What follows belongs to an exercise in optimizing a design on an open flow for small area, a short achievable clock period and few clock cycles; a production flow would make more cautious choices. Function was checked by simulation only, so behaviour that the tests miss may differ from the original. The clock port is modelled as an ideal driver, which makes a skipped or thinned clock tree look cheaper than it is; a real chip needs a root buffer or a tree. Power figures rest on the tool's default switching activity, not on a simulated workload.

Setup of build 10:
// dual_cache
module dual_cache(clk, rst,
                  start1, read_operation1, in_address1, in_data1, out_data1, finish1, cache_busy1,
                  start2, read_operation2, in_address2, in_data2, out_data2, finish2, cache_busy2,
                  mem_req, mem_we, mem_addr, mem_wdata, mem_ack, mem_rdata);
input clk, rst;
input start1, read_operation1, start2, read_operation2;
input [7:0] in_address1, in_address2;
input [7:0] in_data1, in_data2;
output [7:0] out_data1, out_data2;
output finish1, finish2;
output cache_busy1, cache_busy2;
output mem_req, mem_we;
output [7:0] mem_addr, mem_wdata;
input mem_ack;
input [7:0] mem_rdata;
bus_arb busmem1(.clk(clk), .rst(rst),
                .start1(start1), .read_operation1(read_operation1), .in_address1(in_address1), .in_data1(in_data1),
                .start2(start2), .read_operation2(read_operation2), .in_address2(in_address2), .in_data2(in_data2),
                .out_data1(out_data1), .out_data2(out_data2), .finish1(finish1), .finish2(finish2),
                .cache_busy1(cache_busy1), .cache_busy2(cache_busy2),
                .mem_req(mem_req), .mem_we(mem_we), .mem_addr(mem_addr), .mem_wdata(mem_wdata),
                .mem_ack(mem_ack), .mem_rdata(mem_rdata));
endmodule
Size in the first run: ~33 flip-flops, ~85 I/O pins, ~1200 um^2 of cells after synthesis.
export LEC_CHECK = 0
export ABC_AREA = 1
export CAP_MARGIN = 20
export CORE_AREA = 2.3 2.3 57.7 57.7
export DIE_AREA = 0 0 60 60
export SLEW_MARGIN = 20
create_clock -name core_clock -period 5.0 [get_ports {clk}]
standard.sh (not shown) runs the stock make flow with config.mk's settings and CLKGATE_MAP_FILE= SYNTH_SCRIPT=/design/flow/synth_recipe.tcl, a recipe that flattens the netlist after the stock synthesis.
==> flow/flow/run.sh <==
#!/bin/bash
# Standard layout with three changes:
#  - the port buffers are sky130_fd_sc_hd__buf_1 instead of the delay buffer
#    buffer_ports picks by default;
#  - after clock tree synthesis, flow/clock.tcl replaces the two-level clock
#    tree with two clock buffers, each driving half of the flip-flops;
#  - it then repairs setup timing with a margin, so that the resizer works on
#    the paths that set the achieved clock period.
set -euo pipefail
here=$(pwd)
export CLOCK_REPAIR_MARGIN=3.28
export CLOCK_ROOT_BUFS=2
export CLOCK_ROOT_BUF=sky130_fd_sc_hd__clkbuf_8
bash standard.sh 'BUFFER_PORTS_ARGS=-buffer_cell sky130_fd_sc_hd__buf_1' "POST_CTS_TCL=$here/flow/clock.tcl" finish > standard_make.log 2>&1
==> flow/flow/clock.tcl <==
# Replace the clock tree that clock_tree_synthesis built with a single clock
# buffer: clk -> one buffer -> every flip-flop clock pin. The design is small
# enough that one buffer drives all its flip-flops with low slew, and the
# clock then reaches every flip-flop through the same single buffer.
set clkbuf_master sky130_fd_sc_hd__clkbuf_16
if {[info exists ::env(CLOCK_ROOT_BUF)]} { set clkbuf_master $::env(CLOCK_ROOT_BUF) }
set block [ord::get_db_block]
set db [ord::get_db]
set clknet [[$block findBTerm clk] getNet]

# every flip-flop clock pin
set sinks {}
foreach pin [all_registers -clock_pins -edge_triggered] {
  lappend sinks [sta::sta_to_db_pin $pin]
}

# the clock tree cells: everything reached from clk through nets of buffers
# and inverters, that is not a flip-flop
set tree {}
set todo [list $clknet]
while {[llength $todo]} {
  set net [lindex $todo 0]
  set todo [lrange $todo 1 end]
  foreach it [$net getITerms] {
    if {![$it isInputSignal]} { continue }
    set inst [$it getInst]
    if {[lsearch -exact $sinks $it] >= 0} { continue }
    if {[lsearch -exact $tree $inst] >= 0} { continue }
    lappend tree $inst
    foreach o [$inst getITerms] {
      if {[$o isOutputSignal] && [$o getNet] ne "NULL"} { lappend todo [$o getNet] }
    }
  }
}

# CLOCK_ROOT_BUFS buffers (default 1), each driving an equal share of the
# flip-flops, split by position (left to right).
set nbuf 1
if {[info exists ::env(CLOCK_ROOT_BUFS)]} { set nbuf $::env(CLOCK_ROOT_BUFS) }
set keyed {}
foreach it $sinks {
  set bb [[$it getInst] getBBox]
  lappend keyed [list [expr {([$bb xMin] + [$bb xMax]) / 2}] [expr {([$bb yMin] + [$bb yMax]) / 2}] $it]
}
set keyed [lsort -integer -index 0 $keyed]
foreach inst $tree {
  puts "clock.tcl: removing [$inst getName] ([[$inst getMaster] getName])"
  set nets {}
  foreach o [$inst getITerms] {
    if {[$o isOutputSignal] && [$o getNet] ne "NULL"} { lappend nets [$o getNet] }
  }
  odb::dbInst_destroy $inst
  foreach n $nets { if {[llength [$n getITerms]] == 0 && [llength [$n getBTerms]] == 0} { odb::dbNet_destroy $n } }
}
set total [llength $keyed]
for {set b 0} {$b < $nbuf} {incr b} {
  set lo [expr {$b * $total / $nbuf}]
  set hi [expr {($b + 1) * $total / $nbuf - 1}]
  set group [lrange $keyed $lo $hi]
  set newnet [odb::dbNet_create $block clk_root_$b]
  $newnet setSigType CLOCK
  set sx 0; set sy 0
  foreach k $group {
    lassign $k x y it
    set sx [expr {$sx + $x}]; set sy [expr {$sy + $y}]
    $it disconnect
    $it connect $newnet
  }
  set inst [odb::dbInst_create $block [$db findMaster $clkbuf_master] clkbuf_root_$b]
  $inst setLocation [expr {$sx / [llength $group]}] [expr {$sy / [llength $group]}]
  $inst setPlacementStatus PLACED
  [$inst findITerm A] connect $clknet
  [$inst findITerm X] connect $newnet
  puts "clock.tcl: [llength $group] flip-flops on $clkbuf_master clkbuf_root_$b"
}
detailed_placement
estimate_parasitics -placement
report_clock_skew

# With the final clock tree in place, let the resizer work on the paths that
# set the achieved period, aiming for CLOCK_REPAIR_MARGIN ns of setup slack.
if {[info exists ::env(CLOCK_REPAIR_MARGIN)]} {
  repair_timing -setup -setup_margin $::env(CLOCK_REPAIR_MARGIN) -verbose
  detailed_placement
  estimate_parasitics -placement
}
report_worst_slack -max
report_design_area
Both conditions hold for build 10: the flow ran to the end and the final layout passed the timing, design-rule and antenna checks.
Testbench counts of build 10, summed over its fixed seeds: cycles 14,280.
The inputs of build 59 differ from those of build 10 as listed below.
--- a/flow/flow/run.sh
+++ b/flow/flow/run.sh
@@ -11 +11 @@
-export CLOCK_REPAIR_MARGIN=3.28
+export CLOCK_REPAIR_MARGIN=3.38
Results
Build 59 ran to completion and came out clean on the timing, design-rule and antenna checks. Build 59 vs build 10: routing usage on met2 up. Looking at share of final-layout standard cells stronger than drive strength 1 across build 10 and build 59, the one that comes out higher is build 59. Compared with build 10, build 59 degrades wire length. Max total of fill cells in the finished design across build 10 and build 59: build 10. Going from build 10 to build 59, signal arrival time at the worst endpoint went down by 1.17 ns, smallest hold slack fell by 0.0060 ns, highest cell delay on the worst timing path increased by 0.13 ns relative to the old numbers. Fmax delta (build 59 − build 10): favourable. Setup slack: build 59 vs build 10 up 0.055 ns. STATUS leakage power figure: build 59 loses against build 10. Portion of total power attributed to combinational logic for build 59: 5.2 points up relative to build 10.
Input-level comparison between build 96 and build 59:
--- a/flow/flow/run.sh
+++ b/flow/flow/run.sh
@@ -11 +11 @@
-export CLOCK_REPAIR_MARGIN=3.38
+export CLOCK_REPAIR_MARGIN=3.33
[summary]
Going from build 59 to build 96, portion of total power attributed to combinational logic shows a reduction of 4.6 points; arrival time at the worst endpoint shows an increase of 0.04 ns; total power of the final layout shows a reduction of 53 uW; worst-case setup margin in the final layout shows a reduction of 0.039 ns.
Non-filler instance count after layout (higher): build 59
In the reports for build 96 and build 59, the smaller maximum number of pins on one net before global-route repair belongs to build 59.
Build 96: area overhead of the layout relative to synthesis lower than build 59
In every run of this note, the design's own scripts or RTL, not TritonCTS, make the clock network.

* * *

Another version of the RTL of dual_cache (not shown whole).
Size: ~59 flip-flops, about 85 I/O pins.
==> flow/config.mk <==
export PLATFORM = sky130hd
export DESIGN_NAME = dual_cache
export DESIGN_NICKNAME = dual_cache
export VERILOG_FILES = /design/flow/design.v
export SDC_FILE = /design/flow/constraint.sdc
export NUM_CORES = 4
export LEC_CHECK = 0
export ABC_AREA = 1
export CAP_MARGIN = 20
export CORE_AREA = 2.3 2.3 67.7 67.7
export DIE_AREA = 0 0 70 70
export SLEW_MARGIN = 20
==> flow/constraint.sdc <==
create_clock -name core_clock -period 5.0 [get_ports {clk}]
set_input_delay 1.0000 -clock core_clock [delete_from_list [all_inputs] [get_ports {clk}]]
set_output_delay 1.0000 -clock core_clock [all_outputs]
set_load 0.01 [all_outputs]
==> flow/flow/run.sh <==
#!/bin/bash
# Standard layout with three changes:
#  - the port buffers are sky130_fd_sc_hd__buf_1 instead of the delay buffer
#    buffer_ports picks by default;
#  - after clock tree synthesis, flow/clock.tcl replaces the two-level clock
#    tree with four clock buffers, each driving a quarter of the flip-flops;
#  - it then repairs setup timing with a margin, so that the resizer works on
#    the paths that set the achieved clock period.
set -euo pipefail
here=$(pwd)
export CLOCK_REPAIR_MARGIN=3.3
export CLOCK_ROOT_BUFS=4
export CLOCK_ROOT_BUF=sky130_fd_sc_hd__clkbuf_8
bash standard.sh 'BUFFER_PORTS_ARGS=-buffer_cell sky130_fd_sc_hd__buf_1' "POST_CTS_TCL=$here/flow/clock.tcl" finish > standard_make.log 2>&1
Scripts as last shown in full above: flow/flow/clock.tcl
Testbench counts at the start, summed over its fixed seeds: cycles 14,154.
Rerun with:
--- a/flow/flow/run.sh
+++ b/flow/flow/run.sh
@@ -11 +11 @@
-export CLOCK_REPAIR_MARGIN=3.3
+export CLOCK_REPAIR_MARGIN=3.15
- hold slack degrades by 0.0090 ns
- global-route usage goes down by 1.6 points
- clock skew hardly moves
- register-to-register slack improves by 0.11 ns
- wire length drops by 8.1%
- final cell count came out lower by 2.7%
- total power went down by 4.8%
- core utilization goes down by 5.2 points
In every run of this note, the design's own scripts or RTL, not TritonCTS, make the clock network.

* * *

== v6 ==
Another version of the RTL of dual_cache (not shown whole).
Size: roughly 140 cells after synthesis, ~58 flip-flops, roughly 85 I/O pins.
==> flow/config.mk <==
export PLATFORM = sky130hd
export DESIGN_NAME = dual_cache
export DESIGN_NICKNAME = dual_cache
export VERILOG_FILES = /design/flow/design.v
export SDC_FILE = /design/flow/constraint.sdc
export NUM_CORES = 4
export LEC_CHECK = 0
export ABC_CLOCK_PERIOD_IN_PS = 1500
export CAP_MARGIN = 20
export CORE_AREA = 2.3 2.3 72.7 72.7
export DIE_AREA = 0 0 75 75
export SLEW_MARGIN = 20
==> flow/constraint.sdc <==
create_clock -name core_clock -period 5.0 [get_ports {clk}]
set_input_delay 1.0000 -clock core_clock [delete_from_list [all_inputs] [get_ports {clk}]]
set_output_delay 1.0000 -clock core_clock [all_outputs]
set_load 0.01 [all_outputs]
==> flow/flow/run.sh <==
#!/bin/bash
# Standard layout with three changes:
#  - the port buffers are sky130_fd_sc_hd__buf_1 instead of the delay buffer
#    buffer_ports picks by default;
#  - after clock tree synthesis, flow/clock.tcl replaces the two-level clock
#    tree with four clock buffers, each driving a quarter of the flip-flops;
#  - it then repairs setup timing with a margin, so that the resizer works on
#    the paths that set the achieved clock period.
set -euo pipefail
here=$(pwd)
export CLOCK_REPAIR_MARGIN=3.33
export CLOCK_ROOT_BUFS=4
export CLOCK_ROOT_BUF=sky130_fd_sc_hd__clkbuf_8
bash standard.sh 'BUFFER_PORTS_ARGS=-buffer_cell sky130_fd_sc_hd__buf_1' "POST_CTS_TCL=$here/flow/clock.tcl" finish > standard_make.log 2>&1
Scripts as last shown in full above: flow/flow/clock.tcl
Having completed the whole flow, v6 delivered a layout that passed the timing, design-rule and antenna checks.
Testbench counts of v6, summed over its fixed seeds: cycles 14,041.
Setup changes, v6 to v7
- removing ABC_CLOCK_PERIOD_IN_PS (formerly 1500)
==> comparison <==
v6 → v7: setup TNS did not really move, vias after detailed routing did not really move, largest voltage drop on the vdd net did not really move, share of flip-flops with an asynchronous set or reset did not really move. On sequential-to-total area share from yosys stat, v6 tracks v7 almost exactly. ~same met1 wire length in v7 and v6. Looking at v7 and v6, the sequential power is a wash. From v6 to v7, flip-flop and latch count did not move at all.
In every run of this note, the design's own scripts or RTL, not TritonCTS, make the clock network.

re-timing with driven ports:
The results above use ideal ports. As a check the final layouts listed here were re-extracted and re-timed, cells and wires unchanged.
Step 1: set_driving_cell puts a clkbuf_16 on clk and a buf_2 on each other input, an assumption about the parent block.
Step 2, shift: input delay + t, output delay - t, t = (earliest + latest rising clock arrival at the registers) / 2. This alone moves slack from input paths to output paths.
Slacks: ideal ports / drivers / drivers and shift; pairs: ideal ports / drivers.
run | t, ns | setup WS [ns] | worst setup path after step 2 | latest minus earliest clock arrival (ns)
build 10 | 0.189 | 3.323 / 3.291 / 3.141 | input to register | 0.008 / 0.008
build 59 | 0.191 | 3.378 / 3.343 / 3.208 | input to register | 0.009 / 0.009
build 96 | 0.190 | 3.338 / 3.304 / 3.157 | input to register | 0.008 / 0.008
the first run of note 2 | 0.198 | 3.173 / 3.192 / 2.994 | input to register | 0.010 / 0.010
the second run of note 2 | 0.196 | 3.140 / 3.165 / 2.969 | input to register | 0.008 / 0.007
v6 | 0.193 | 2.947 / 2.956 / 2.763 | input to register | 0.008 / 0.008
v7 | 0.193 | 2.947 / 2.956 / 2.763 | input to register | 0.008 / 0.008
After both steps setup and hold are still met in every run listed.
